Context: an optimization exercise on an open-source flow, tuned for small area and a short achievable clock period. The choices shown serve that exercise and are no tape-out recipe. At most, simulation tests tie the RTL to the original design; equivalence was not proved. Function not checked in run 3: the RTL went through the layout flow alone. Power figures rest on the tool's default switching activity, not on a simulated workload.

## flow/flow/run.sh

```bash
#!/bin/bash
set -euo pipefail
W=$(pwd)
export BUFFER_PORTS_ARGS="-buffer_cell sky130_fd_sc_hd__buf_2"
export CTS_ARGS="-sink_clustering_enable -repair_clock_nets -buf_list sky130_fd_sc_hd__clkbuf_8 -dont_use_dummy_load -sink_clustering_size 20"
bash "$W/standard.sh" > "$W/standard_flow.log" 2>&1
```

## flow/standard.sh

```bash
#!/bin/bash
# synth_recipe.tcl (not shown) runs the flow's synth.tcl, then flattens the netlist and writes it again
# the make line also repeats each setting of config.mk as NAME=value (left out here)
make -C /OpenROAD-flow-scripts/flow DESIGN_CONFIG=/design/flow/config.mk WORK_HOME=/design/flow/orfs CLKGATE_MAP_FILE= SYNTH_SCRIPT=/design/flow/synth_recipe.tcl "${@:-finish}"
```

## flow/config.mk

```make
export PLATFORM = sky130hd
export DESIGN_NAME = calculator
export DESIGN_NICKNAME = calculator
export VERILOG_FILES = /design/flow/design.v
export SDC_FILE = /design/flow/constraint.sdc
export NUM_CORES = 8
export LEC_CHECK = 0
export CAP_MARGIN = 20
export CORE_MARGIN = 2
export CORE_UTILIZATION = 65
export CTS_BUF_LIST = sky130_fd_sc_hd__clkbuf_8
export PLACE_DENSITY = 0.75
export SLEW_MARGIN = 20
export SYNTH_HIERARCHICAL = 1
export SYNTH_MINIMUM_KEEP_SIZE = 0
```

## flow/constraint.sdc

```tcl
create_clock -name core_clock -period 160.0 [get_ports {CLK100MHZ}]
set_input_delay 32.0000 -clock core_clock [delete_from_list [all_inputs] [get_ports {CLK100MHZ}]]
set_output_delay 32.0000 -clock core_clock [all_outputs]
set_load 0.01 [all_outputs]
```

## flow/design.v

```verilog
`timescale 1ns / 1ps
module clock_divider(
    input  logic [2:0] cnt,
    output logic [2:0] cnt_next
    );
    assign cnt_next[2] = cnt[1] & cnt[0];
    assign cnt_next[1] = cnt[1] ^ cnt[0];
    assign cnt_next[0] = ~cnt[0] & ~cnt[2];
endmodule
`timescale 1ns / 1ps
module dd_add3(input logic [3:0] x, output logic [3:0] y);
    logic n, xn, p;
    logic t;
    g_o21ai  u_t (.a1(x[1]), .a2(x[0]), .b1(x[2]), .y(t));
    g_nand2b u_c (.an(x[3]), .b(t), .y(y[3]));
    g_xor2   u_0 (.a(x[0]), .b(y[3]), .y(y[0]));
    g_nor2  u_n (.a(x[1]), .b(x[0]), .y(n));
    g_a22o  u_2 (.a1(x[3]), .a2(x[0]), .b1(x[2]), .b2(n), .y(y[2]));
    g_inv   u_i (.a(x[0]), .y(xn));
    g_nand2 u_p (.a(x[2]), .b(xn), .y(p));
    g_a22o  u_1 (.a1(x[1]), .a2(p), .b1(x[3]), .b2(xn), .y(y[1]));
endmodule
module dd_add3_s(input logic [3:0] x, output logic [3:0] y);
    logic n, xn, p;
    g_a221o u_c (.a1(x[2]), .a2(x[1]), .b1(x[2]), .b2(x[0]), .c1(x[3]), .y(y[3]));
    g_xor2  u_0 (.a(x[0]), .b(y[3]), .y(y[0]));
    g_nor2  u_n (.a(x[1]), .b(x[0]), .y(n));
    g_a22o  u_2 (.a1(x[3]), .a2(x[0]), .b1(x[2]), .b2(n), .y(y[2]));
    g_inv   u_i (.a(x[0]), .y(xn));
    g_nand2 u_p (.a(x[2]), .b(xn), .y(p));
    g_a22o  u_1 (.a1(x[1]), .a2(p), .b1(x[3]), .b2(xn), .y(y[1]));
endmodule
module dd_add3_7(input logic [2:0] x, output logic [3:0] y);
    logic n, xn, p;
    g_o21a  u_c (.a1(x[1]), .a2(x[0]), .b1(x[2]), .y(y[3]));
    g_xor2  u_0 (.a(x[0]), .b(y[3]), .y(y[0]));
    g_nor2  u_n (.a(x[1]), .b(x[0]), .y(n));
    g_and2  u_2 (.a(x[2]), .b(n), .y(y[2]));
    g_inv   u_i (.a(x[0]), .y(xn));
    g_nand2 u_p (.a(x[2]), .b(xn), .y(p));
    g_and2  u_1 (.a(x[1]), .b(p), .y(y[1]));
endmodule
module bin32_to_bcd #(parameter int NBITS = 31, parameter int NDIG = 8, parameter int INJ = 18) (
    input  logic [NBITS-1:0] binary,
    input  logic             inj,        
    input  logic [3:0]       inj_val,    
    output logic [4*NDIG-1:0] pre        
    );
    function automatic [63:0] dmax(input integer k, input integer j);
        reg [63:0] v, p;
        integer i;
        begin
            v = (64'd1 << k) - 64'd1;
            p = 64'd1;
            for (i = 0; i < j; i = i + 1) p = p * 64'd10;
            v = v / p;
            dmax = (v > 64'd9) ? 64'd9 : v;
        end
    endfunction
    logic [4*NDIG-1:0] st [0:NBITS];
    assign st[0] = '0;
    genvar k, j;
    generate
        for (k = 0; k < NBITS - 1; k++) begin : g_stage
            logic [4*NDIG-1:0] cur, corr;
            if (k == INJ) begin : g_inj
                assign cur[4*NDIG-1:4] = st[k][4*NDIG-1:4];
                for (j = 0; j < 4; j++) begin : g_b
                    g_a21o u (.a1(inj), .a2(inj_val[j]), .b1(st[k][j]), .y(cur[j]));
                end
            end else begin : g_pass
                assign cur = st[k];
            end
            for (j = 0; j < NDIG; j++) begin : g_dig
                if (dmax(k, j) >= 8 && k < INJ) begin : g_slow
                    dd_add3_s u (.x(cur[4*j +: 4]), .y(corr[4*j +: 4]));
                end else if (dmax(k, j) >= 8) begin : g_full
                    dd_add3 u (.x(cur[4*j +: 4]), .y(corr[4*j +: 4]));
                end else if (dmax(k, j) >= 5) begin : g_7
                    dd_add3_7 u (.x(cur[4*j +: 3]), .y(corr[4*j +: 4]));
                end else begin : g_pass
                    assign corr[4*j +: 4] = cur[4*j +: 4];
                end
            end
            assign st[k+1] = {corr[4*NDIG-2:0], binary[NBITS-1-k]};
        end
    endgenerate
    assign pre = st[NBITS-1];
endmodule
`timescale 1ns / 1ps
module g_inv  (input logic a, output logic y);              assign y = ~a; endmodule
module g_nand2(input logic a, b, output logic y);           assign y = ~(a & b); endmodule
module g_nor2 (input logic a, b, output logic y);           assign y = ~(a | b); endmodule
module g_and2 (input logic a, b, output logic y);           assign y = a & b; endmodule
module g_xor2 (input logic a, b, output logic y);           assign y = a ^ b; endmodule
module g_a22o (input logic a1, a2, b1, b2, output logic y); assign y = (a1 & a2) | (b1 & b2); endmodule
module g_a221o(input logic a1, a2, b1, b2, c1, output logic y);
    assign y = (a1 & a2) | (b1 & b2) | c1;
endmodule
module g_o21a (input logic a1, a2, b1, output logic y);     assign y = (a1 | a2) & b1; endmodule
module g_mux2i(input logic a0, a1, s, output logic y);      assign y = ~(s ? a1 : a0); endmodule
module g_o21ai(input logic a1, a2, b1, output logic y);     assign y = ~((a1 | a2) & b1); endmodule
module g_nand2b(input logic an, b, output logic y);         assign y = ~(~an & b); endmodule
module g_nand3(input logic a, b, c, output logic y);        assign y = ~(a & b & c); endmodule
module g_xnor2(input logic a, b, output logic y);           assign y = ~(a ^ b); endmodule
module g_or2  (input logic a, b, output logic y);           assign y = a | b; endmodule
module g_a21o (input logic a1, a2, b1, output logic y);     assign y = (a1 & a2) | b1; endmodule
module g_a21oi(input logic a1, a2, b1, output logic y);     assign y = ~((a1 & a2) | b1); endmodule
module g_o22a (input logic a1, a2, b1, b2, output logic y); assign y = (a1 | a2) & (b1 | b2); endmodule
module g_a31oi(input logic a1, a2, a3, b1, output logic y); assign y = ~((a1 & a2 & a3) | b1); endmodule
module g_o31ai(input logic a1, a2, a3, b1, output logic y); assign y = ~((a1 | a2 | a3) & b1); endmodule
module g_nor4 (input logic a, b, c, d, output logic y);     assign y = ~(a | b | c | d); endmodule
module g_nor3 (input logic a, b, c, output logic y);        assign y = ~(a | b | c); endmodule
module g_nand4(input logic a, b, c, d, output logic y);     assign y = ~(a & b & c & d); endmodule
module g_a222oi(input logic a1, a2, b1, b2, c1, c2, output logic y); assign y = ~((a1 & a2) | (b1 & b2) | (c1 & c2)); endmodule
module g_a22oi(input logic a1, a2, b1, b2, output logic y); assign y = ~((a1 & a2) | (b1 & b2)); endmodule
module g_maj3 (input logic a, b, c, output logic y);        assign y = (a & b) | (a & c) | (b & c); endmodule
module seven_segment(
    input  logic [3:0] sw_in,     
    input  logic [3:0] sw_in2,
    output logic [6:0] out
    );
    logic [3:0] x, w;
    assign x = sw_in;
    assign w = sw_in2;
    logic a0, a1, b0, b1, c0, d0, d1, e0, f0, g0, g1, x3n;
    g_nor2  u_a0 (.a(x[3]), .b(~x[0]), .y(a0));
    g_a21oi u_a1 (.a1(x[0]), .a2(x[2]), .b1(x[1]), .y(a1));
    g_o22a  u_a  (.a1(x[2]), .a2(a0), .b1(a1), .b2(x[3]), .y(out[0]));
    g_inv   u_b0 (.a(x[3]), .y(x3n));
    g_o21ai u_b1 (.a1(x[0]), .a2(x[1]), .b1(x[2]), .y(b1));
    g_a31oi u_b  (.a1(x[0]), .a2(x[1]), .a3(x3n), .b1(b1), .y(out[1]));
    g_nor2  u_c0 (.a(x[0]), .b(x[2]), .y(c0));
    g_o21a  u_c  (.a1(x[3]), .a2(c0), .b1(x[1]), .y(out[2]));
    g_nand3 u_d0 (.a(w[0]), .b(w[1]), .c(w[2]), .y(d0));
    g_xnor2 u_d1 (.a(w[0]), .b(w[2]), .y(d1));
    g_o31ai u_d  (.a1(w[1]), .a2(w[3]), .a3(d1), .b1(d0), .y(out[3]));
    g_nor2  u_e0 (.a(w[1]), .b(w[3]), .y(e0));
    g_a21o  u_e  (.a1(w[2]), .a2(e0), .b1(w[0]), .y(out[4]));
    g_nor2  u_f0 (.a(w[2]), .b(w[3]), .y(f0));
    g_maj3  u_f  (.a(w[1]), .b(w[0]), .c(f0), .y(out[5]));
    logic g2;
    g_nor2  u_g1 (.a(w[1]), .b(w[2]), .y(g1));
    g_a31oi u_g2 (.a1(w[2]), .a2(w[1]), .a3(w[0]), .b1(g1), .y(g2));
    g_nor2  u_g  (.a(w[3]), .b(g2), .y(out[6]));
endmodule
`timescale 1ns / 1ps
module cl_fa(input logic a, b, c, output logic s, co);
    assign s  = a ^ b ^ c;
    assign co = (a & b) | (a & c) | (b & c);
endmodule
module cl_ha(input logic a, b, output logic s, co);
    assign s  = a ^ b;
    assign co = a & b;
endmodule
module cl_han(input logic an, bn, output logic sn, con);
    g_xnor2 u_s (.a(an), .b(bn), .y(sn));
    g_or2   u_c (.a(an), .b(bn), .y(con));
endmodule
module cl_mul15(
    input  logic [14:0] x, y,
    output logic [29:0] pn
    );
    logic [14:0] s [0:14];    
    logic [14:0] c [0:14];    
    logic [14:0] pp [0:14];   
    genvar i, j;
    generate
        for (i = 0; i < 15; i++) begin : g_pp
            for (j = 0; j < 15; j++) begin : g_c
                g_nand2 u (.a(x[j]), .b(y[i]), .y(pp[i][j]));
            end
        end
        for (j = 0; j < 15; j++) begin : g_r0
            assign s[0][j] = pp[0][j];
            assign c[0][j] = 1'b1;
        end
        for (i = 1; i < 15; i++) begin : g_row
            for (j = 0; j < 15; j++) begin : g_col
                if (j == 14) begin : g_h
                    assign s[i][j] = pp[i][j];
                    assign c[i][j] = 1'b1;
                end else if (i == 1) begin : g_h1
                    cl_han h (.an(pp[i][j]), .bn(s[i-1][j+1]), .sn(s[i][j]), .con(c[i][j]));
                end else begin : g_f
                    cl_fa f (.a(pp[i][j]), .b(s[i-1][j+1]), .c(c[i-1][j]), .s(s[i][j]), .co(c[i][j]));
                end
            end
        end
        for (i = 0; i < 15; i++) begin : g_lo
            assign pn[i] = s[i][0];
        end
    endgenerate
    logic [13:0] rc;
    generate
        for (j = 0; j < 14; j++) begin : g_fin
            if (j == 0) begin : g_h
                cl_han h (.an(s[14][j+1]), .bn(c[14][j]), .sn(pn[15+j]), .con(rc[j]));
            end else begin : g_f
                cl_fa f (.a(s[14][j+1]), .b(c[14][j]), .c(rc[j-1]), .s(pn[15+j]), .co(rc[j]));
            end
        end
    endgenerate
    assign pn[29] = rc[13];
endmodule
module cl_divrow #(parameter int W = 1, parameter bit P = 0) (
    input  logic [W-1:0] t,
    input  logic [W-1:0] opx,
    input  logic         hzx,
    output logic         q,
    output logic [W-1:0] r
    );
    logic [W:0] cy;
    logic [W-1:0] df;
    genvar j;
    generate
        if (P == 0) begin : g_b0
            g_xnor2 u_s (.a(t[0]), .b(opx[0]), .y(df[0]));
            g_or2   u_c (.a(t[0]), .b(opx[0]), .y(cy[1]));
        end else begin : g_b0
            cl_ha h (.a(t[0]), .b(opx[0]), .s(df[0]), .co(cy[1]));
        end
        for (j = 1; j < W; j++) begin : g_b
            cl_fa f (.a(t[j]), .b(opx[j]), .c(cy[j]), .s(df[j]), .co(cy[j+1]));
        end
        if (P == 0) begin : g_q0
            assign q = cy[W] & hzx;
        end else begin : g_q1
            assign q = ~(cy[W] | hzx);
        end
        for (j = 0; j < W; j++) begin : g_m
            g_mux2i m (.a0(t[j]), .a1(df[j]), .s(q), .y(r[j]));
        end
    endgenerate
endmodule
module cl_divlast #(parameter int W = 16, parameter bit P = 0) (
    input  logic [W-1:0] t,
    input  logic [W-1:0] opx,
    input  logic         cinx,
    output logic         q
    );
    logic [W:0] cy;
    assign cy[0] = cinx;
    genvar j;
    generate
        for (j = 0; j < W; j++) begin : g_b
            assign cy[j+1] = (t[j] & opx[j]) | (t[j] & cy[j]) | (opx[j] & cy[j]);
        end
    endgenerate
    assign q = cy[W] ^ P;
endmodule
module cl_absmag(
    input  logic [15:0] x,
    output logic [15:0] m
    );
    logic [15:0] lo;          
    genvar i;
    generate
        for (i = 0; i < 16; i++) begin : g_lo
            if (i == 0) begin : g_z
                assign lo[i] = 1'b0;
            end else begin : g_n
                assign lo[i] = |x[i-1:0];
            end
        end
    endgenerate
    logic x0n;
    g_inv u_x0a (.a(x[0]), .y(x0n));
    g_inv u_x0b (.a(x0n), .y(m[0]));
    assign m[15:1] = x[15:1] ^ ({15{x[15]}} & lo[15:1]);
endmodule
module cl_abstop(
    input  logic [15:0] x,
    output logic [5:0]  m        
    );
    logic s, sn;
    assign s = x[15];
    g_inv u_sn (.a(s), .y(sn));
    logic [6:0] p;
    genvar i;
    generate
        for (i = 0; i < 7; i++) begin : g_p
            g_nor2 u (.a(x[2*i]), .b(x[2*i+1]), .y(p[i]));
        end
    endgenerate
    logic na, nb;
    g_nand4 u_na (.a(p[0]), .b(p[1]), .c(p[2]), .d(p[3]), .y(na));
    g_nand4 u_nb (.a(p[0]), .b(p[1]), .c(p[2]), .d(p[3]), .y(nb));
    logic x10n, x12n, x14n, o89, h10, h11, h12, h13, h14, h15;
    g_inv   u_i10 (.a(x[10]), .y(x10n));
    g_inv   u_i12 (.a(x[12]), .y(x12n));
    g_inv   u_i14 (.a(x[14]), .y(x14n));
    g_or2   u_h10 (.a(x[8]), .b(x[9]), .y(h10));                                
    g_nand2 u_h11 (.a(p[4]), .b(x10n), .y(h11));                                
    g_nand2 u_h12 (.a(p[4]), .b(p[5]), .y(h12));                                
    g_nand3 u_h13 (.a(p[4]), .b(p[5]), .c(x12n), .y(h13));                      
    g_nand3 u_h14 (.a(p[4]), .b(p[5]), .c(p[6]), .y(h14));                      
    g_nand4 u_h15 (.a(p[4]), .b(p[5]), .c(p[6]), .d(x14n), .y(h15));            
    g_nor3  u_m15 (.a(nb), .b(h15), .c(sn), .y(m[5]));
    logic [4:0] tn;
    g_o21ai u_t10 (.a1(na), .a2(h10), .b1(s), .y(tn[0]));
    g_o21ai u_t11 (.a1(na), .a2(h11), .b1(s), .y(tn[1]));
    g_o21ai u_t12 (.a1(na), .a2(h12), .b1(s), .y(tn[2]));
    g_o21ai u_t13 (.a1(nb), .a2(h13), .b1(s), .y(tn[3]));
    g_o21ai u_t14 (.a1(nb), .a2(h14), .b1(s), .y(tn[4]));
    generate
        for (i = 0; i < 5; i++) begin : g_m
            g_xnor2 u (.a(x[10+i]), .b(tn[i]), .y(m[i]));
        end
    endgenerate
endmodule
module calculator(
    input logic CLK100MHZ,
    input logic RST,      
    input logic [15:0] SW,
    input logic BTNU,  
    input logic BTND,  
    input logic BTNL,  
    input logic BTNR,  
    input logic BTNC,  
    output logic [7:0] AN,       
    output logic [7:0] out       
    );
    localparam int CUT = 11;    
    localparam int NLO = 16 - CUT;
    logic [2:0]  cnt5;        
    logic [19:0] refresh;     
    logic [2:0]  hist;        
    logic [1:0]  state;       
    logic [3:0]  op;          
    logic [15:0] a_mag;       
    logic        a_neg;
    logic [30:0] r_mag;       
    logic        r_neg;       
    logic        r_div;       
    assign r_div = ~(r_mag[30] | r_mag[29]);
    localparam logic [1:0] IDLE = 2'd0, OPB = 2'd1, RES = 2'd2;
    genvar gi;
    logic [2:0] cnt5_next;
    clock_divider u_cnt (.cnt(cnt5), .cnt_next(cnt5_next));
    logic tick, any_op, press, a_load, calc;
    assign tick   = cnt5[2] & ~refresh[1] & refresh[0];    
    assign any_op = BTNU | BTND | BTNL | BTNR;
    assign press  = tick & ~hist[2] & hist[1];
    assign a_load = press & (state == IDLE) & any_op;
    assign calc   = press & (state == OPB) & BTNC;
    logic [19:0] refresh_next;
    logic [20:0] rfc;
    assign refresh_next[0] = ~refresh[0];
    assign rfc[1] = refresh[0];
    generate
        for (gi = 1; gi < 20; gi++) begin : g_rf
            cl_ha h (.a(refresh[gi]), .b(rfc[gi]), .s(refresh_next[gi]), .co(rfc[gi+1]));
        end
    endgenerate
    logic s;
    assign s = SW[15];
    logic [15:0] b_mag;
    cl_absmag u_abs (.x(SW), .m(b_mag));
    logic [5:0] b_top;        
    cl_abstop u_abst (.x(SW), .m(b_top));
    logic [29:0] pmn;
    cl_mul15 u_mul (.x(a_mag[14:0]), .y(b_mag[14:0]), .pn(pmn));
    logic [30:0] prodn;
    always_comb begin
        prodn = {1'b1, pmn};
        prodn[30:15] = {1'b1, pmn[29:15]} & ~({16{a_mag[15]}} & b_mag) & ~({16{b_mag[15]}} & a_mag);
    end
    logic [15:0] hzs, hzr;    
    logic b_nz;               
    assign b_nz = |SW;
    logic d_nz;               
    assign d_nz = |a_mag;
    assign hzs[15] = b_nz;
    assign hzr[15] = d_nz;
    generate
        for (gi = 14; gi >= 0; gi--) begin : g_hz
            assign hzs[gi] = hzs[gi+1] & ~b_mag[gi+1];
            assign hzr[gi] = hzr[gi+1] & ~a_mag[gi+1];
        end
    endgenerate
    logic [15:0] q_pre;
    logic [15:0] rem_pre [0:CUT];
    assign rem_pre[0] = '0;
    generate
        for (gi = 0; gi < CUT; gi++) begin : g_pre
            localparam bit P = gi % 2;
            logic [gi:0] t, r;
            logic nb;
            assign nb = a_mag[15-gi] ^ P;
            if (gi == 0) begin : g_t0
                assign t = nb;
            end else begin : g_t
                assign t = {rem_pre[gi][gi-1:0], nb};
            end
            cl_divrow #(.W(gi+1), .P(P)) row (.t(t), .opx(b_mag[gi:0] ^ {(gi+1){~P}}), .hzx(hzs[gi] ^ P), .q(q_pre[15-gi]), .r(r));
            assign rem_pre[gi+1] = {{(15-gi){1'b0}}, r};
        end
    endgenerate
    logic [30:0] dstate;
    assign dstate = {{(31 - CUT - CUT - NLO){1'b0}}, q_pre[15:16-CUT], rem_pre[CUT][CUT-1:0], a_mag[NLO-1:0]};
    logic [15:0] quot;
    logic [15:0] rem_post [CUT:16];
    assign rem_post[CUT] = {{(16-CUT){1'b0}}, r_mag[NLO +: CUT]};
    generate
        for (gi = CUT; gi < 16; gi++) begin : g_post
            localparam bit P = gi % 2;
            logic [gi:0] t;
            assign t = {rem_post[gi][gi-1:0], r_mag[15-gi] ^ P};
            if (gi < 15) begin : g_row
                logic [gi:0] r;
                cl_divrow #(.W(gi+1), .P(P)) row (.t(t), .opx(a_mag[gi:0] ^ {(gi+1){~P}}), .hzx(hzr[gi] ^ P), .q(quot[15-gi]), .r(r));
                assign rem_post[gi+1] = {{(15-gi){1'b0}}, r};
            end else begin : g_last
                logic ql;
                cl_divlast #(.W(16), .P(P)) row (.t(t), .opx(a_mag ^ {16{~P}}), .cinx(~P), .q(ql));
                assign quot[0] = ql & d_nz;
            end
        end
    endgenerate
    assign quot[15:16-CUT] = r_mag[NLO+CUT +: CUT];
    logic eff_sub;
    assign eff_sub = a_neg ^ s ^ op[1];
    logic [16:0] gc;          
    assign gc[0] = 1'b1;
    generate
        for (gi = 0; gi < 16; gi++) begin : g_ge
            assign gc[gi+1] = (a_mag[gi] & ~b_mag[gi]) | (a_mag[gi] & gc[gi]) | (~b_mag[gi] & gc[gi]);
        end
    endgenerate
    logic geq, flip;
    assign geq  = gc[16];
    assign flip = eff_sub & ~geq;
    logic [16:0] ac;
    logic [15:0] asum;
    assign ac[0] = eff_sub & geq;
    generate
        for (gi = 0; gi < 16; gi++) begin : g_as
            cl_fa f (.a(a_mag[gi]), .b(b_mag[gi] ^ eff_sub), .c(ac[gi]), .s(asum[gi]), .co(ac[gi+1]));
        end
    endgenerate
    logic [16:0] as_m;
    assign as_m = {ac[16] & ~eff_sub, asum ^ {16{flip}}};
    logic [30:0] res_m;
    logic        res_neg;
    always_comb begin
        res_m = '1;
        res_neg = 1'b0;
        if (op[0] | op[1]) begin
            res_m = ~{14'd0, as_m};
            res_neg = a_neg ^ flip;
        end else if (op[2]) begin
            res_m = prodn;
            res_neg = a_neg ^ s;
        end else if (op[3]) begin
            res_m = dstate;
            res_neg = a_neg ^ s;
        end
    end
    always_ff @(posedge CLK100MHZ) begin
        if (RST) begin
            cnt5    <= '0;
            refresh <= '0;
            state   <= IDLE;
            hist    <= '0;
            op      <= '0;
        end else begin
            cnt5    <= cnt5_next;
            refresh <= refresh_next;
            if (tick) begin
                hist <= {hist[1:0], any_op | BTNC};
                if (press) begin
                    if      (BTNU) op <= 4'b0001;
                    else if (BTND) op <= 4'b0010;
                    else if (BTNL) op <= 4'b0100;
                    else if (BTNR) op <= 4'b1000;
                    case (state)
                        IDLE: if (any_op) state <= OPB;
                        OPB:  if (BTNC)   state <= RES;
                        RES:              state <= IDLE;
                        default: ;
                    endcase
                end
            end
        end
    end
    always_ff @(posedge CLK100MHZ) begin
        if (a_load | calc) a_mag <= b_mag;
        if (a_load) a_neg <= s;
        if (calc) begin
            r_mag <= res_m;
            r_neg <= res_neg;
        end
    end
    logic [2:0] d;
    assign d = refresh[19:17];
    logic is_res;
    assign is_res = (state == RES);
    logic [15:0] rlo;         
    assign rlo = r_div ? quot : ~r_mag[15:0];
    logic big;                
    assign big = is_res & ~r_mag[30] & r_mag[29];
    logic [29:0] val;
    assign val[29:16] = ~(r_mag[29:16] | {14{r_div}} | {14{~is_res}});
    assign val[15:12] = rlo[15:12] & {4{is_res}};
    logic [11:0] b_disp;
    assign b_disp = {b_top[1:0], b_mag[9:0]};
    genvar gv;
    generate
        for (gv = 0; gv < 12; gv++) begin : g_val
            g_a22o u (.a1(is_res), .a2(rlo[gv]), .b1(~is_res), .b2(b_disp[gv]), .y(val[gv]));
        end
    endgenerate
    logic neg;
    assign neg = is_res ? (r_neg & (|val)) : s;
    logic [31:0] pre;
    bin32_to_bcd #(.NBITS(30), .NDIG(8), .INJ(18)) u_bcd (.binary(val), .inj(~is_res),
                                                          .inj_val(b_top[5:2]), .pre(pre));
    logic [7:0] dsel;
    always_comb begin
        dsel = '0;
        dsel[d] = 1'b1;
    end
    logic d7n, d7m;           
    assign d7m = dsel[7] & neg;
    assign d7n = dsel[7] & ~neg;
    logic [3:0] ks;           
    assign ks[0] = big & (dsel[1] | dsel[5] | dsel[6] | dsel[7]);
    assign ks[1] = big & (dsel[0] | dsel[4] | dsel[5] | dsel[7]);
    assign ks[2] = big & dsel[2];
    assign ks[3] = 1'b0;
    logic kc;                 
    assign kc = big & (dsel[3] | dsel[5] | dsel[6] | dsel[7]);
    logic [3:0] sm;           
    assign sm = ks | {d7m, d7m, 1'b0, 1'b0};
    logic cm;                 
    assign cm = kc | d7m;
    logic [6:0] cy;
    genvar gb;
    generate
        for (gb = 0; gb < 7; gb++) begin : g_cy
            logic t;
            g_o21ai  u_t (.a1(pre[4*gb+1]), .a2(pre[4*gb]), .b1(pre[4*gb+2]), .y(t));
            g_nand2b u_c (.an(pre[4*gb+3]), .b(t), .y(cy[gb]));
        end
    endgenerate
    logic [3:0] sel;
    logic cin, cin2;
    generate
        for (gb = 0; gb < 4; gb++) begin : g_sel
            logic t0, t1, t2, t3;
            g_a222oi u0 (.a1(dsel[0]), .a2(pre[gb]),      .b1(dsel[1]), .b2(pre[4+gb]),
                         .c1(dsel[2]), .c2(pre[8+gb]),    .y(t0));
            g_a222oi u1 (.a1(dsel[3]), .a2(pre[12+gb]),   .b1(dsel[4]), .b2(pre[16+gb]),
                         .c1(dsel[5]), .c2(pre[20+gb]),   .y(t1));
            g_a22oi  u2 (.a1(dsel[6]), .a2(pre[24+gb]),   .b1(d7n),     .b2(pre[28+gb]), .y(t2));
            g_inv    u3 (.a(sm[gb]), .y(t3));
            g_nand4  u4 (.a(t0), .b(t1), .c(t2), .d(t3), .y(sel[gb]));
        end
    endgenerate
    logic c0, c1, c2, c3;
    g_a222oi u_c0 (.a1(dsel[0]), .a2(val[0]), .b1(dsel[1]), .b2(cy[0]), .c1(dsel[2]), .c2(cy[1]), .y(c0));
    g_a222oi u_c1 (.a1(dsel[3]), .a2(cy[2]),  .b1(dsel[4]), .b2(cy[3]), .c1(dsel[5]), .c2(cy[4]), .y(c1));
    g_a22oi  u_c2 (.a1(dsel[6]), .a2(cy[5]),  .b1(d7n),     .b2(cy[6]), .y(c2));
    g_inv    u_c3 (.a(cm), .y(c3));
    g_nand4  u_c4 (.a(c0), .b(c1), .c(c2), .d(c3), .y(cin));
    g_nand4  u_c5 (.a(c0), .b(c1), .c(c2), .d(c3), .y(cin2));
    logic [3:0] ya, yb;
    dd_add3 u_la (.x(sel), .y(ya));
    dd_add3 u_lb (.x(sel), .y(yb));
    logic [3:0] nib, nib2;
    assign nib  = {ya[2:0], cin};
    assign nib2 = {yb[2:0], cin2};
    logic [6:0] seg;
    seven_segment u_seg (.sw_in(nib), .sw_in2(nib2), .out(seg));
    assign AN  = ~dsel;
    assign out = {1'b1, seg};
endmodule
```

==> flow_summary.ini, run 1 <==
[sta]
setup-violations-final = 0
relSlewSlack_pct = 42.7
finalSetupTns_ps = 0
rsz0062_at_grt = no
max_slew.worst_pin.slew_ps = 857
skew_ps = 48.1
finalCriticalPeriod_ps = 73120
max_freq_mhz = 13.7
hold_violations = 0
report.final.slew_viol_count = 0
fin_crit_sh_pct = 45.7

[cells_and_area]
fillCellCount = 2620
synthToLayoutAreaGrowth_pct = 4.86
utilization_pct = 69.2
nNetsFinal = 2772
layout-drive-gt1-share_pct = 5.51
instances_no_fill = 2798
num_antenna_cells = 0

[detailed_routing]
num_vias = 18013
postRouteAntennaNets = 0
dr.first_iter.drc_count = 1273
routed_wirelength_um = 56000
wire_per_inst_um = 20.0
dr.pass1.iters = 6
drc = 0
viasPerCell = 6.44

[hold_path]
hp-class = flip-flop to flip-flop
whs_path_depth = 1

[grt]
antenna_found_initial = 0
grt_pass1_wl_um = 91700
grt_pass1_vias = 18323
grt_overflow = 0
grt_max_degree = 34
grt_use_total_pct = 34.2

[logic_synthesis]
yosys.area.top_type_share_pct = 30.4
synth_flop_cell = edfxtp_1
syn_area_per_cell_um2 = 8.87
ys_seq_area_share_pct = 10.1
synth.ff_latch_count = 81
synth_area_um2 = 20800
synthTopCellsByArea = fa_1 (30%), a22o_1 (10%), edfxtp_1 (7.1%)
synth_most_common_cell = nand2_1
synth_edf_count = 49
synth_common_cells = nand2_1 (392), fa_1 (316), a22o_1 (239)
yosysTopAreaCell = fa_1
yosysUniqueCellTypes = 74
yosys_warnings = 18
async_flop_share_pct = 0
postSynthCellCount = 2348

[clock_network]
cts_max_level = 3
cts.clk_slew.worst_paths_ps = 110
postCtsSetupBuffers = 0
cts_tree = done
clock_path_buffers = 2
cts_root_buf = clkbuf_8
post_cts_resized = 0
cts_hold_buffers = 0
insertion_delay_ps = 380
cts_buffers = 9
clock_sinks = 81

[worst_setup_path]
slowest_delay_ps = 390
ff2ff_path_depth = 83
crit_arrival_ps = 41120
critPathMaxFanout = 7
cp-start-kind = input port
ff2ff_setup_slack_ps = 129920
critPathCaptureType = output port
worst_path_most_repeated_cell = o21ai_1
cp_data_required_time_ps = 128000
cp_slowest_cell = xor2_1
worst-setup-path-type = input port to output port

[floorplanning]
row_count = 65
die_area_um2 = 33500
start_util_pct = 66.0
die_w_um = 183
dieHeight_um = 183
core_area_um2 = 31600
ios = 39

[placement]
place_inst = 2789
portBuffers = 37
place_hpwl_um = 43000
place_congestion = 0.951

[power_and_ir_drop]
power.density_nw_per_um2 = 21.3
ir_drop_uv = 35.8
total_leakage_power_nw = 8.25

[outcome]
status = timing/DRC/antenna clean

[job]
cap_violations = 0
-- layer usage --
layer	routed length, um	track usage [%]	vias up
met3	2730	3.57	169
met1	22000	40.7	8965
met5	0	0	-
met4	3040	17.3	0
met2	28200	61.5	563
li1	-	-	8316
-- report_power, final --
| group | internal [mW] | switching (mW) |
|---|---|---|
| combinational | 0.195 | 0.235 |
| clock | 0.00505 | 0.00741 |
| sequential | 0.0221 | 0.0000756 |
| total | 0.222 | 0.242 |
-- layout by cell type, fill, tap and decap left out, types with 63 or more instances in the layout --
| master | n |
|---|---|
| a22o_1 | 239 |
| fa_1 | 316 |
| inv_1 | 176 |
| mux2i_1 | 130 |
| nand2_1 | 392 |
| nand2b_1 | 93 |
| nor2_1 | 196 |
| o21ai_1 | 96 |
| xnor2_1 | 63 |
| xor2_1 | 120 |
-- critical path, delay by kind of cell --
family	cells	cell delay, ps
simple gates	17	3280
xor+xnor	13	3400
compound gates	16	2120
buf+inv	2	290
-- per-module statistics from Yosys (local to each module, per instance), excerpt --
module	area, um^2	copies in the design	cells	flip-flops and latches
g_a31oi	6.26	2	1	0
clock_divider	16.3	1	2	0
cl_ha	12.5	26	1	0
cl_absmag	288	1	38	0
g_nand2	3.75	346	1	0
g_o21a	7.51	7	1	0
-- state kept, by name, indices dropped and copies added (netlist names) --
signal   count
r_mag       31
state        2
hist         3
a_neg        1
op           4
r_neg        1
a_mag       16
refresh     20
cnt5         3
-- stage by stage --
| step | area (um^2) | power, mW | hold slack [ps] | worst slack, ps |
|---|---|---|---|---|
| floorplan | 20800 | 0.371 | 417 | 88710 |
| global placement | 21700 | 0.419 | 428 | 87690 |
| detailed placement | 21700 | 0.447 | 441 | 87060 |
| CTS | 21800 | 0.460 | 465 | 87040 |
| global route | 21800 | 0.517 | 479 | 85820 |
| finish | 21800 | 0.464 | 462 | 86880 |
-- final timing paths --
check,start,to
worst max-delay path,SW[9],out[6]
worst min-delay path,refresh[0]$_SDFF_PP0_,refresh[0]$_SDFF_PP0_
worst max register to register,a_mag[15]$_DFFE_PP_,r_mag[9]$_DFFE_PP_
worst min register to register,refresh[0]$_SDFF_PP0_,refresh[0]$_SDFF_PP0_
-- layout make-up --
type	count	area (um^2)	area share, %
well taps	402	503	2.30
flip-flops and latches	81	2110	9.67
clock buffers	9	124	0.567
repair buffers	81	515	2.36
multi-input cells	2048	17900	82.1
inverters	177	664	3.04
-- logic make-up (layout without fill, tap and decap cells) --
group           Yosys count  in the layout  share of synthesized area (%)
compound gates          536            536                           20.3
xor+xnor                197            197                           8.32
fa+ha+maj               354            354                           32.6
buf+inv                 219            267                           4.31
flops                    81             81                           10.1
mux                     130            130                           6.25
other cells               2              2                         0.0361
simple gates            829            829                           18.0
==> run 2, diff against run 1 <==
==> flow/flow/run.sh (replaced) <==
#!/bin/bash
set -euo pipefail
W=$(pwd)
export BUFFER_PORTS_ARGS="-buffer_cell sky130_fd_sc_hd__buf_2"
export CTS_ARGS="-sink_clustering_enable -repair_clock_nets -buf_list sky130_fd_sc_hd__clkbuf_8 -dont_use_dummy_load"
bash "$W/standard.sh" > "$W/standard_flow.log" 2>&1
==> flow_summary.ini, run 2 <==
[logic_synthesis]
postSynthCellCount = 2348
synth_common_cells = nand2_1 (392), fa_1 (316), a22o_1 (239)
yosys_warnings = 18
yosysUniqueCellTypes = 74
synth.ff_latch_count = 81
ys_seq_area_share_pct = 10.1
synthXorXnorAreaFrac_pct = 8.32
async_flop_share_pct = 0
synthTopCellsByArea = fa_1 (30%), a22o_1 (10%), edfxtp_1 (7.1%)
synthMuxAreaShare_pct = 6.25
synth-simple-area-share_pct = 18.0
synth_compound_area_share_pct = 20.3
synth_most_common_cell = nand2_1
synth_edf_count = 49
synth_flop_cell = edfxtp_1
synth_top_family_by_area = adder cells
yosys.area.top_type_share_pct = 30.4
yosysTopAreaCell = fa_1
synthAdderAreaFrac_pct = 32.6
synth_area_um2 = 20800
syn_area_per_cell_um2 = 8.87

[power_and_ir_drop]
swShare_pct = 52.2
pwr-share-seq_pct = 4.8
combPwrFrac_pct = 92.5
p_sw_mw = 0.242
total_leakage_power_nw = 8.25
ir_drop_uv = 35.8
power.density_nw_per_um2 = 21.3
clkPwrFrac_pct = 2.7
internal_power_mw = 0.222

[clock_network]
insertion_delay_ps = 380
cts_hold_buffers = 0
cts_tree = done
cts_max_level = 3
post_cts_resized = 0
postCtsSetupBuffers = 0
clock_path_buffers = 2
cts_root_buf = clkbuf_8
cts.clk_slew.worst_paths_ps = 110
clock_sinks = 81
cts_buffers = 9

[floorplanning]
dieHeight_um = 183
row_count = 65
core_area_um2 = 31600
die_area_um2 = 33500
start_util_pct = 66.0
die_w_um = 183
ios = 39

[grt]
grt_pass1_wl_um = 91700
grt_max_degree = 34
grt_use_total_pct = 34.2
antenna_found_initial = 0
grt_overflow = 0
grt_pass1_vias = 18323

[sta]
report.final.slew_viol_count = 0
finalSetupTns_ps = 0
finalCriticalPeriod_ps = 73120
setup-violations-final = 0
max_freq_mhz = 13.7
skew_ps = 48.1
hold_violations = 0
max_slew.worst_pin.slew_ps = 857
fin_crit_sh_pct = 45.7
relSlewSlack_pct = 42.7
hold_ws_ps = 462
rsz0062_at_grt = no

[worst_setup_path]
cp_slowest_cell = xor2_1
crit_arrival_ps = 41120
worst-setup-path-type = input port to output port
worst_path_most_repeated_cell = o21ai_1
critPathCaptureType = output port
cp-startpoint = SW[9]
ff2ff_path_depth = 83
cp-start-kind = input port
slowest_delay_ps = 390
critPathMaxFanout = 7
ff2ff_setup_slack_ps = 129920
r2r-start = a_mag[15]$_DFFE_PP_
cp_data_required_time_ps = 128000

[cells_and_area]
largest_reg_flops = 31
num_antenna_cells = 0
layout_commonest_cell = nand2_1
layout_common_cells = nand2_1 (392), fa_1 (316), a22o_1 (239)
layout-drive-gt1-share_pct = 5.51
top_register = r_mag
nNetsFinal = 2772
top_regs = r_mag: 31 flops, refresh: 20 flops, a_mag: 16 flops
synthToLayoutAreaGrowth_pct = 4.86
fillCellCount = 2620

[detailed_routing]
num_vias = 18013
viasPerCell = 6.44
dr.pass1.iters = 6
postRouteAntennaNets = 0
wire_per_inst_um = 20.0
drc = 0
routed_wirelength_um = 56000
dr.first_iter.drc_count = 1273

[hold_path]
hp-class = flip-flop to flip-flop
whs_path_depth = 1
hp-start = refresh[0]$_SDFF_PP0_

[placement]
place_hpwl_um = 43000
portBuffers = 37
place_congestion = 0.951

[outcome]
status = timing/DRC/antenna clean

[job]
cap_violations = 0
[run 2: worst paths after layout]
kind,end
worst min register to register,refresh[0]$_SDFF_PP0_
worst max register to register,r_mag[9]$_DFFE_PP_
worst max-delay path,out[6]
worst min-delay path,refresh[0]$_SDFF_PP0_
[run 2: critical path: cells and delay by family]
family | cells | cell delay [ps]
AND/OR/NAND/NOR | 17 | 3280
AO/OA/AOI/OAI | 16 | 2120
buffers and inverters | 2 | 290
XOR/XNOR | 13 | 3400
[run 2: metrics by stage]
| step | total power, mW | setup slack [ps] | instance area (um^2) | util (%) | instances |
|---|---|---|---|---|---|
| CTS | 0.460 | 87040 | 21800 | 69.2 | 2798 |
| global placement | 0.419 | 87690 | 21700 | 68.8 | 2789 |
| floorplan | 0.371 | 88710 | 20800 | - | 2348 |
| finish | 0.464 | 86880 | 21800 | 69.2 | 2798 |
| global route | 0.517 | 85820 | 21800 | 69.2 | 2798 |
| detailed placement | 0.447 | 87060 | 21700 | 68.8 | 2789 |
[run 2: cells by family (layout without fill, tap and decap cells)]
kind of cell | after synthesis | count (layout)
simple gates | 829 | 829
fa+ha+maj | 354 | 354
buf+inv | 219 | 267
other cells | 2 | 2
xor+xnor | 197 | 197
flops | 81 | 81
mux | 130 | 130
compound gates | 536 | 536
[run 2: area by class of cell]
class	count	area (um^2)	share of cell area, %
Inverter	177	664	3.04
Timing Repair Buffer	81	515	2.36
Sequential cell	81	2110	9.67
Multi-Input combinational cell	2048	17900	82.1
Tap cell	402	503	2.30
Clock buffer	9	124	0.567
[run 2: power groups by stage]
stage | sequential [mW] | combinational [mW] | clock (mW)
2_1_floorplan | 0.0226 | 0.348 | 0
3_3_place_gp | 0.0226 | 0.396 | 0
3_5_place_dp | 0.0227 | 0.424 | 0
4_1_cts | 0.0222 | 0.425 | 0.0126
5_1_grt | 0.0222 | 0.482 | 0.0131
6_report | 0.0222 | 0.430 | 0.0125
[run 2: layer usage]
layer  track usage, %  share of wire, %  vias up
li1                 -                 -     8316
met1             40.7                39     8965
met2             61.5                50      563
met3             3.57               4.9      169
met4             17.3               5.4        0
met5                0                 0        -
[run 2: modules after synthesis, one instance, submodules excluded, a selection]
module,copies in the design,flops+latches,cells inside,area (um^2)
g_a21o,5,0,1,7.51
g_a31oi,2,0,1,6.26
calculator,1,81,499,4640
g_xor2,119,0,1,8.76
cl_fa,316,0,1,20.0
g_a222oi,10,0,1,10.0
g_nand3,3,0,1,5.00
g_o22a,1,0,1,8.76
g_mux2i,120,0,1,10.0
g_inv,131,0,1,3.75
g_or2,24,0,1,6.26
g_and2,12,0,1,6.26
==> run 3, diff against run 2 <==
--- a/flow/design.v
+++ b/flow/design.v
@@ -40,7 +40,8 @@
     g_nand2 u_p (.a(x[2]), .b(xn), .y(p));
     g_and2  u_1 (.a(x[1]), .b(p), .y(y[1]));
 endmodule
-module bin32_to_bcd #(parameter int NBITS = 31, parameter int NDIG = 8, parameter int INJ = 18) (
+module bin32_to_bcd #(parameter int NBITS = 31, parameter int NDIG = 8, parameter int INJ = 18,
+                      parameter int NLAST = 1) (
     input  logic [NBITS-1:0] binary,
     input  logic             inj,        
     input  logic [3:0]       inj_val,    
@@ -61,7 +62,7 @@
     assign st[0] = '0;
     genvar k, j;
     generate
-        for (k = 0; k < NBITS - 1; k++) begin : g_stage
+        for (k = 0; k < NBITS - NLAST; k++) begin : g_stage
             logic [4*NDIG-1:0] cur, corr;
             if (k == INJ) begin : g_inj
                 assign cur[4*NDIG-1:4] = st[k][4*NDIG-1:4];
@@ -85,7 +86,7 @@
             assign st[k+1] = {corr[4*NDIG-2:0], binary[NBITS-1-k]};
         end
     endgenerate
-    assign pre = st[NBITS-1];
+    assign pre = st[NBITS-NLAST];
 endmodule
 `timescale 1ns / 1ps
 module g_inv  (input logic a, output logic y);              assign y = ~a; endmodule
@@ -514,7 +515,7 @@
     logic neg;
     assign neg = is_res ? (r_neg & (|val)) : s;
     logic [31:0] pre;
-    bin32_to_bcd #(.NBITS(30), .NDIG(8), .INJ(18)) u_bcd (.binary(val), .inj(~is_res),
+    bin32_to_bcd #(.NBITS(30), .NDIG(8), .INJ(18), .NLAST(2)) u_bcd (.binary(val), .inj(~is_res),
                                                           .inj_val(b_top[5:2]), .pre(pre));
     logic [7:0] dsel;
     always_comb begin
@@ -524,53 +525,72 @@
     logic d7n, d7m;           
     assign d7m = dsel[7] & neg;
     assign d7n = dsel[7] & ~neg;
-    logic [3:0] ks;           
-    assign ks[0] = big & (dsel[1] | dsel[5] | dsel[6] | dsel[7]);
-    assign ks[1] = big & (dsel[0] | dsel[4] | dsel[5] | dsel[7]);
-    assign ks[2] = big & dsel[2];
-    assign ks[3] = 1'b0;
-    logic kc;                 
-    assign kc = big & (dsel[3] | dsel[5] | dsel[6] | dsel[7]);
-    logic [3:0] sm;           
-    assign sm = ks | {d7m, d7m, 1'b0, 1'b0};
-    logic cm;                 
-    assign cm = kc | d7m;
-    logic [6:0] cy;
+    logic [3:0] sa;           
+    assign sa[0] = (big & (dsel[0] | dsel[4] | dsel[5] | dsel[7])) | d7m;
+    assign sa[1] = (big & dsel[2]) | d7m;
+    assign sa[2] = 1'b0;
+    assign sa[3] = d7m;
+    logic se;                 
+    assign se = big & (dsel[1] | dsel[5] | dsel[6] | dsel[7]);
+    logic sf;                 
+    assign sf = (big & (dsel[3] | dsel[5] | dsel[6] | dsel[7])) | d7m;
+    logic [6:0] cp;
     genvar gb;
     generate
-        for (gb = 0; gb < 7; gb++) begin : g_cy
+        for (gb = 0; gb < 7; gb++) begin : g_cp
             logic t;
             g_o21ai  u_t (.a1(pre[4*gb+1]), .a2(pre[4*gb]), .b1(pre[4*gb+2]), .y(t));
-            g_nand2b u_c (.an(pre[4*gb+3]), .b(t), .y(cy[gb]));
+            g_nand2b u_c (.an(pre[4*gb+3]), .b(t), .y(cp[gb]));
         end
     endgenerate
-    logic [3:0] sel;
-    logic cin, cin2;
+    logic [3:0] pa, pb;
     generate
         for (gb = 0; gb < 4; gb++) begin : g_sel
-            logic t0, t1, t2, t3;
-            g_a222oi u0 (.a1(dsel[0]), .a2(pre[gb]),      .b1(dsel[1]), .b2(pre[4+gb]),
-                         .c1(dsel[2]), .c2(pre[8+gb]),    .y(t0));
-            g_a222oi u1 (.a1(dsel[3]), .a2(pre[12+gb]),   .b1(dsel[4]), .b2(pre[16+gb]),
-                         .c1(dsel[5]), .c2(pre[20+gb]),   .y(t1));
-            g_a22oi  u2 (.a1(dsel[6]), .a2(pre[24+gb]),   .b1(d7n),     .b2(pre[28+gb]), .y(t2));
-            g_inv    u3 (.a(sm[gb]), .y(t3));
-            g_nand4  u4 (.a(t0), .b(t1), .c(t2), .d(t3), .y(sel[gb]));
-        end
-    endgenerate
-    logic c0, c1, c2, c3;
-    g_a222oi u_c0 (.a1(dsel[0]), .a2(val[0]), .b1(dsel[1]), .b2(cy[0]), .c1(dsel[2]), .c2(cy[1]), .y(c0));
-    g_a222oi u_c1 (.a1(dsel[3]), .a2(cy[2]),  .b1(dsel[4]), .b2(cy[3]), .c1(dsel[5]), .c2(cy[4]), .y(c1));
-    g_a22oi  u_c2 (.a1(dsel[6]), .a2(cy[5]),  .b1(d7n),     .b2(cy[6]), .y(c2));
-    g_inv    u_c3 (.a(cm), .y(c3));
-    g_nand4  u_c4 (.a(c0), .b(c1), .c(c2), .d(c3), .y(cin));
-    g_nand4  u_c5 (.a(c0), .b(c1), .c(c2), .d(c3), .y(cin2));
-    logic [3:0] ya, yb;
-    dd_add3 u_la (.x(sel), .y(ya));
-    dd_add3 u_lb (.x(sel), .y(yb));
+            logic a0, a1, a2, a3, b0, b1, b2;
+            g_a222oi ua0 (.a1(dsel[0]), .a2(pre[gb]),      .b1(dsel[1]), .b2(pre[4+gb]),
+                          .c1(dsel[2]), .c2(pre[8+gb]),    .y(a0));
+            g_a222oi ua1 (.a1(dsel[3]), .a2(pre[12+gb]),   .b1(dsel[4]), .b2(pre[16+gb]),
+                          .c1(dsel[5]), .c2(pre[20+gb]),   .y(a1));
+            g_a22oi  ua2 (.a1(dsel[6]), .a2(pre[24+gb]),   .b1(d7n),     .b2(pre[28+gb]), .y(a2));
+            g_inv    ua3 (.a(sa[gb]), .y(a3));
+            g_nand4  ua4 (.a(a0), .b(a1), .c(a2), .d(a3), .y(pa[gb]));
+            g_a222oi ub0 (.a1(dsel[1]), .a2(pre[gb]),      .b1(dsel[2]), .b2(pre[4+gb]),
+                          .c1(dsel[3]), .c2(pre[8+gb]),    .y(b0));
+            g_a222oi ub1 (.a1(dsel[4]), .a2(pre[12+gb]),   .b1(dsel[5]), .b2(pre[16+gb]),
+                          .c1(dsel[6]), .c2(pre[20+gb]),   .y(b1));
+            g_nand2  ub2 (.a(d7n), .b(pre[24+gb]), .y(b2));
+            g_nand3  ub3 (.a(b0), .b(b1), .c(b2), .y(pb[gb]));
+        end
+    endgenerate
+    logic ed, edm1;
+    logic e0, e1, e2, e3, g0, g1, g2;
+    g_a222oi ue0 (.a1(dsel[0]), .a2(val[1]), .b1(dsel[1]), .b2(cp[0]), .c1(dsel[2]), .c2(cp[1]), .y(e0));
+    g_a222oi ue1 (.a1(dsel[3]), .a2(cp[2]),  .b1(dsel[4]), .b2(cp[3]), .c1(dsel[5]), .c2(cp[4]), .y(e1));
+    g_a22oi  ue2 (.a1(dsel[6]), .a2(cp[5]),  .b1(d7n),     .b2(cp[6]), .y(e2));
+    g_inv    ue3 (.a(se), .y(e3));
+    g_nand4  ue4 (.a(e0), .b(e1), .c(e2), .d(e3), .y(ed));
+    g_a222oi ug0 (.a1(dsel[1]), .a2(val[1]), .b1(dsel[2]), .b2(cp[0]), .c1(dsel[3]), .c2(cp[1]), .y(g0));
+    g_a222oi ug1 (.a1(dsel[4]), .a2(cp[2]),  .b1(dsel[5]), .b2(cp[3]), .c1(dsel[6]), .c2(cp[4]), .y(g1));
+    g_nand2  ug2 (.a(d7n), .b(cp[5]), .y(g2));
+    g_nand3  ug3 (.a(g0), .b(g1), .c(g2), .y(edm1));
+    logic [3:0] ya, ya2, yb;
+    dd_add3 u_ya (.x(pa), .y(ya));
+    dd_add3 u_ya2 (.x(pa), .y(ya2));
+    dd_add3 u_yb (.x(pb), .y(yb));
+    logic cb, tb_;
+    g_o21ai  u_cbt (.a1(yb[0]), .a2(edm1), .b1(yb[1]), .y(tb_));
+    g_nand2b u_cb  (.an(yb[2]), .b(tb_), .y(cb));
+    logic f, f2, fn0, fn1, fs;
+    g_inv    u_fs  (.a(sf), .y(fs));
+    g_a22oi  u_fa  (.a1(dsel[0]), .a2(val[0]), .b1(~dsel[0]), .b2(cb), .y(fn0));
+    g_nand2  u_f   (.a(fn0), .b(fs), .y(f));
+    g_nand2  u_f2  (.a(fn0), .b(fs), .y(f2));
+    logic [3:0] za, zb;
+    dd_add3 u_za (.x({ya[2:0], ed}), .y(za));
+    dd_add3 u_zb (.x({ya2[2:0], ed}), .y(zb));
     logic [3:0] nib, nib2;
-    assign nib  = {ya[2:0], cin};
-    assign nib2 = {yb[2:0], cin2};
+    assign nib  = {za[2:0], f};
+    assign nib2 = {zb[2:0], f2};
     logic [6:0] seg;
     seven_segment u_seg (.sw_in(nib), .sw_in2(nib2), .out(seg));
     assign AN  = ~dsel;
==> flow_summary.ini, run 3 <==
[outcome]
status = timing/DRC/antenna clean

[grt]
grt_pass1_vias = 17912
grt_max_degree = 34
grt_overflow = 0
grt_pass1_wl_um = 90000
grt_use_total_pct = 33.8
antenna_found_initial = 0

[sta]
max_freq_mhz = 13.8
rsz0062_at_grt = no
finalCriticalPeriod_ps = 72720
relSlewSlack_pct = 32.9
hold_violations = 0
finalSetupTns_ps = 0
setup-violations-final = 0
skew_ps = 23.8
fin_crit_sh_pct = 45.4
report.final.slew_viol_count = 0
max_slew.worst_pin.slew_ps = 1010

[worst_setup_path]
cp-startpoint = SW[7]
slowest_delay_ps = 410
cp_slowest_cell = xor2_1
crit_family = XOR/XNOR gates
ff2ff_path_depth = 83
critPathMaxFanout = 8
r2r-start = a_mag[15]$_DFFE_PP_
worst-setup-path-type = input port to output port
ff2ff_setup_slack_ps = 130090
critPathCaptureType = output port
cp-start-kind = input port
crit_arrival_ps = 40720
cp_data_required_time_ps = 128000
worst_path_most_repeated_cell = o21ai_1
worst_r2r_endpoint = r_mag[6]$_DFFE_PP_
cp_num_buf_inv = 2

[floorplanning]
die_area_um2 = 33400
row_count = 65
dieHeight_um = 183
ios = 39
die_w_um = 183
core_area_um2 = 31500
start_util_pct = 66.0

[clock_network]
clock_path_buffers = 2
insertion_delay_ps = 370
cts_root_buf = clkbuf_8
cts.clk_slew.worst_paths_ps = 70
cts_hold_buffers = 0
cts_max_level = 3
cts_buffers = 9
cts_tree = done
clock_sinks = 81
post_cts_resized = 0
postCtsSetupBuffers = 0

[logic_synthesis]
synth_edf_count = 49
synth_most_common_cell = nand2_1
synth_common_cells = nand2_1 (397), fa_1 (316), a22o_1 (229)
syn_area_per_cell_um2 = 8.88
synth.ff_latch_count = 81
postSynthCellCount = 2338
yosysUniqueCellTypes = 73
ys_seq_area_share_pct = 10.2
synth_area_um2 = 20800
yosys_warnings = 19
synthTopCellsByArea = fa_1 (30%), a22o_1 (9.7%), nand2_1 (7.2%)
yosys.area.top_type_share_pct = 30.5
yosysTopAreaCell = fa_1
async_flop_share_pct = 0
synth_flop_cell = edfxtp_1

[detailed_routing]
dr.first_iter.drc_count = 1412
wire_per_inst_um = 19.7
postRouteAntennaNets = 0
viasPerCell = 6.41
drc = 0
dr.pass1.iters = 6
routed_wirelength_um = 54800
num_vias = 17851

[cells_and_area]
layout-drive-gt1-share_pct = 5.58
fillCellCount = 2525
instances_no_fill = 2787
num_antenna_cells = 0
seq_area_um2 = 2110
top_register = r_mag
nNetsFinal = 2761
synthToLayoutAreaGrowth_pct = 4.85
top_regs = r_mag: 31 flops, refresh: 20 flops, a_mag: 16 flops
multi_input_area_um2 = 17900
largest_reg_flops = 31
layout_commonest_cell = nand2_1
layout_common_cells = nand2_1 (397), fa_1 (316), a22o_1 (229)

[power_and_ir_drop]
ir_drop_uv = 38.7
power.density_nw_per_um2 = 19.4
total_leakage_power_nw = 8.18

[placement]
portBuffers = 37
place_hpwl_um = 41600
place_inst = 2778
place_congestion = 0.960

[hold_path]
hp-start = refresh[0]$_SDFF_PP0_
whs_path_depth = 1
hold_path_end = refresh[0]$_SDFF_PP0_
hp-class = flip-flop to flip-flop

[job]
cap_violations = 0
## run 3: cell count changes after synthesis, sizes merged, moves of 2 or more
cell / before / now
o21ai: 110 / 108
nand2b: 93 / 88
nand2: 393 / 398
inv: 177 / 174
a22o: 239 / 229
nor2: 196 / 191
nand3: 10 / 17
xor2: 120 / 116
nor2b: 29 / 27
a222oi: 10 / 20
## run 3: layout make-up
cell class                 instances  area share (%)
sequential                        81            9.70
timing repair buffer              81            2.37
tap                              402            2.31
inverter                         174            3.00
multi-input combinational       2040            82.0
clock buffer                       9           0.569
## run 3: cells by family after synthesis
family,after synthesis,share of synthesized area [%]
AOI/OAI and AO/OA,532,20.3
other,2,0.0362
xor gates and xnor gates,193,8.18
and+or+nand+nor,828,18.0
muxes,130,6.27
DFF,81,10.2
adders and majority gates,354,32.7
buffers and inverters,218,4.32
## run 3: modules after synthesis, one instance, submodules excluded, a selection
module     cell area (um^2)  cells inside  times used
cl_absmag               288            38           1
cl_mul15                120            16           1
cl_ha                  12.5             1          26
g_a221o                10.0             1          39
g_a222oi               10.0             1          20
g_xor2                 8.76             1         114
g_a22o                 8.76             1         228
g_nand3                5.00             1           8
g_o21ai                5.00             1          83
## run 3: power by group
| group | total (mW) | switching [mW] | internal, mW |
|---|---|---|---|
| registers | 0.0222 | 0.0000785 | 0.0221 |
| logic | 0.387 | 0.210 | 0.178 |
| clock network | 0.0118 | 0.00681 | 0.00503 |
## run 3: worst max path at each step
stage / endpoint / slack [ps] / depth (start not counted)
floorplan: out[6] / 88760 / 45
global placement: out[6] / 87740 / 48
detailed placement: out[3] / 87430 / 47
CTS: out[3] / 87410 / 47
global route: out[6] / 86120 / 48
finish: out[3] / 87280 / 47
## run 3: layer usage
metal / GRT usage (%) / up-vias / share of wire [%]
li1: - / 8287 / -
met1: 42.6 / 8808 / 40
met2: 59.9 / 627 / 50
met3: 3.71 / 129 / 5.7
met4: 13.0 / 0 / 4.0
met5: 0 / - / 0
## run 3: per-stage QoR
stage	setup slack (ps)	total power, mW	utilization (%)	hold slack (ps)	instance area [um^2]
final	87280	0.421	69.2	464	21800
after global routing	86120	0.477	69.2	489	21800
after CTS	87410	0.415	69.2	473	21800
after detailed placement	87430	0.403	68.8	448	21600
after global placement	87740	0.387	68.8	428	21600
after floorplan	88760	0.339	-	417	20800
==> run 4, diff against run 3 <==
--- a/flow/design.v
+++ b/flow/design.v
@@ -573,9 +573,8 @@
     g_a222oi ug1 (.a1(dsel[4]), .a2(cp[2]),  .b1(dsel[5]), .b2(cp[3]), .c1(dsel[6]), .c2(cp[4]), .y(g1));
     g_nand2  ug2 (.a(d7n), .b(cp[5]), .y(g2));
     g_nand3  ug3 (.a(g0), .b(g1), .c(g2), .y(edm1));
-    logic [3:0] ya, ya2, yb;
+    logic [3:0] ya, yb;
     dd_add3 u_ya (.x(pa), .y(ya));
-    dd_add3 u_ya2 (.x(pa), .y(ya2));
     dd_add3 u_yb (.x(pb), .y(yb));
     logic cb, tb_;
     g_o21ai  u_cbt (.a1(yb[0]), .a2(edm1), .b1(yb[1]), .y(tb_));
@@ -587,7 +586,7 @@
     g_nand2  u_f2  (.a(fn0), .b(fs), .y(f2));
     logic [3:0] za, zb;
     dd_add3 u_za (.x({ya[2:0], ed}), .y(za));
-    dd_add3 u_zb (.x({ya2[2:0], ed}), .y(zb));
+    dd_add3 u_zb (.x({ya[2:0], ed}), .y(zb));
     logic [3:0] nib, nib2;
     assign nib  = {za[2:0], f};
     assign nib2 = {zb[2:0], f2};
==> flow_summary.ini, run 4 <==
[outcome]
status = timing/DRC/antenna clean

[detailed_routing]
dr.pass1.iters = 8
dr.first_iter.drc_count = 1642
viasPerCell = 6.46
wire_per_inst_um = 20.0
num_vias = 17989
routed_wirelength_um = 55700
postRouteAntennaNets = 0
drc = 0

[floorplanning]
dieHeight_um = 183
start_util_pct = 65.8
ios = 39
row_count = 65
die_area_um2 = 33300
core_area_um2 = 31500
die_w_um = 183

[clock_network]
cts_hold_buffers = 0
cts_max_level = 3
clock_sinks = 81
cts_tree = done
post_cts_resized = 0
insertion_delay_ps = 360
cts.clk_slew.worst_paths_ps = 100
cts_root_buf = clkbuf_8
postCtsSetupBuffers = 0
cts_buffers = 9
clock_path_buffers = 2

[sta]
fin_crit_sh_pct = 45.6
setup-violations-final = 0
skew_ps = 37.2
relSlewSlack_pct = 35.9
rsz0062_at_grt = no
hold_violations = 0
finalSetupTns_ps = 0
finalCriticalPeriod_ps = 72920
max_slew.worst_pin.slew_ps = 958
max_freq_mhz = 13.7
fin_ws_ps = 87080
hold_ws_ps = 455
report.final.slew_viol_count = 0

[placement]
portBuffers = 37
place_hpwl_um = 43200
pre_cts_ws_ps = 87360
place_congestion = 0.921

[logic_synthesis]
synthTopCellsByArea = fa_1 (31%), a22o_1 (9.6%), nand2_1 (7.2%)
yosys.area.top_type_share_pct = 30.5
postSynthCellCount = 2330
synth_common_cells = nand2_1 (396), fa_1 (316), a22o_1 (227)
synth_most_common_cell = nand2_1
syn_area_per_cell_um2 = 8.89
async_flop_share_pct = 0
ys_seq_area_share_pct = 10.2
yosysUniqueCellTypes = 73
synth.ff_latch_count = 81
synth_flop_cell = edfxtp_1
synth_area_um2 = 20700
yosys_warnings = 19
synth_edf_count = 49
yosysTopAreaCell = fa_1

[cells_and_area]
top_regs = r_mag: 31 flops, refresh: 20 flops, a_mag: 16 flops
layout-drive-gt1-share_pct = 5.51
layout_common_cells = nand2_1 (396), fa_1 (316), a22o_1 (227)
top_register = r_mag
synthToLayoutAreaGrowth_pct = 4.83
largest_reg_flops = 31
nNetsFinal = 2754
utilization_pct = 69.0
layout_commonest_cell = nand2_1

[job]
cap_violations = 0

[worst_setup_path]
cp_data_required_time_ps = 128000
critPathCaptureType = output port
cp-start-kind = input port
worst_path_most_repeated_cell = o21ai_1
slowest_delay_ps = 410
critPathMaxFanout = 6
worst-setup-path-type = input port to output port
cp_slowest_cell = xor2_1
crit_arrival_ps = 40920

[power_and_ir_drop]
swShare_pct = 51.2
combPwrFrac_pct = 91.8
pwr-share-seq_pct = 5.4
clkPwrFrac_pct = 2.9
total_leakage_power_nw = 8.14
p_sw_mw = 0.212
internal_power_mw = 0.202
power.density_nw_per_um2 = 19.1
ir_drop_uv = 30.9

[grt]
grt_max_degree = 34
grt_use_total_pct = 34.6
antenna_found_initial = 3
grt_pass1_wl_um = 91900
grt_overflow = 0
grt_pass1_vias = 18106

[hold_path]
hp-class = flip-flop to flip-flop
-- run 4: cell count changes after synthesis, sizes merged --
cell and delta:
nand2b -1, nand2 -1, xor2 -1, inv -1, a22o -2, nor2 -1, o21ai -1
-- run 4: worst paths after layout --
kind	slack [ps]	endpoint	start	depth (start not counted)
worst max register to register	130170	r_mag[7]$_DFFE_PP_	a_mag[15]$_DFFE_PP_	83
worst min register to register	460	refresh[0]$_SDFF_PP0_	refresh[0]$_SDFF_PP0_	1
worst max-delay path	87080	out[6]	SW[1]	48
worst min-delay path	460	refresh[0]$_SDFF_PP0_	refresh[0]$_SDFF_PP0_	1
-- run 4: area by class of cell --
class	instances	area, um^2
inverter	173	649
tap	402	503
timing repair buffer	82	523
clock buffer	9	124
sequential	81	2110
antenna	3	7.51
multi-input combinational	2033	17800
fill	2544	9760
-- run 4: critical path, delay by kind of cell --
kind	cells	cell delay (ps)
and+or+nand+nor	17	3060
AOI/OAI and AO/OA	16	2100
xor gates and xnor gates	13	3450
buffers and inverters	2	290
-- run 4: stage by stage --
step | total power [mW] | cells | area [um^2]
floorplan | 0.337 | 2331 | 20700
global placement | 0.379 | 2771 | 21600
detailed placement | 0.397 | 2771 | 21600
CTS | 0.410 | 2780 | 21700
global route | 0.465 | 2781 | 21700
finish | 0.414 | 2783 | 21700
-- run 4: kinds of logic after synthesis --
group | Yosys count | synth area share, %
buf+inv | 217 | 4.31
mux | 130 | 6.28
flops | 81 | 10.2
other cells | 2 | 0.0363
compound gates | 529 | 20.2
fa+ha+maj | 354 | 32.8
xor+xnor | 192 | 8.16
simple gates | 825 | 18.0
-- run 4: metal layers --
metal	GRT usage, %	up-vias	part of all wire [%]
met4	13.1	4	4.0
met1	44.6	8868	40
met3	4.77	165	6.9
met2	59.6	671	49
li1	-	8281	-
met5	0	-	0.047
-- run 4: power by group through the flow --
| stage | Sequential, mW | Clock (mW) | Combinational [mW] |
|---|---|---|---|
| 3_3_place_gp | 0.0227 | 0 | 0.356 |
| 4_1_cts | 0.0222 | 0.0121 | 0.375 |
| 3_5_place_dp | 0.0227 | 0 | 0.374 |
| 5_1_grt | 0.0222 | 0.0128 | 0.430 |
| 6_report | 0.0222 | 0.0118 | 0.380 |
| 2_1_floorplan | 0.0226 | 0 | 0.314 |
-- run 4: per-module statistics from Yosys (local to each module, per instance), a selection --
module,cells inside,flops+latches,times used,area [um^2]
g_mux2i,1,0,120,10.0
g_nand3,1,0,8,5.00
g_a21o,1,0,5,7.51
g_a221o,1,0,39,10.0
cl_absmag,38,0,1,288
g_xor2,1,0,113,8.76
calculator,504,81,1,4650
g_a31oi,1,0,2,6.26
cl_fa,1,0,316,20.0
g_nor2,1,0,126,3.75
g_and2,1,0,12,6.26
cl_mul15,16,0,1,120
g_nand4,1,0,8,6.26

static timing again, ports no longer ideal:
No port has a modelled driver above. Below, the same layouts with a new extraction and two added sets of constraints.
Step 1 assumes that a clkbuf_16 drives the clock port and a buf_2 every other input.
Step 2 also shifts input and output timing later by t, the mid clock arrival at the registers, as if the neighbouring blocks saw the same clock.
a / b / c = ideal / step 1 / step 2; a / b = the first two.
run | t, ns | slack for setup (ns) | worst slew at a driven data input, ns
run 1 | 0.394 | 86.876 / 86.855 / 86.855 | 0.04
run 2 | 0.394 | 86.876 / 86.855 / 86.855 | 0.04
run 3 | 0.399 | 87.281 / 87.256 / 87.256 | 0.04
run 4 | 0.379 | 87.083 / 87.061 / 87.061 | 0.07
After both steps every run listed still meets setup and hold. The setup slack of run 3, which loses most, moves by -0.025 ns with the drivers and by -0.025 ns with both steps.
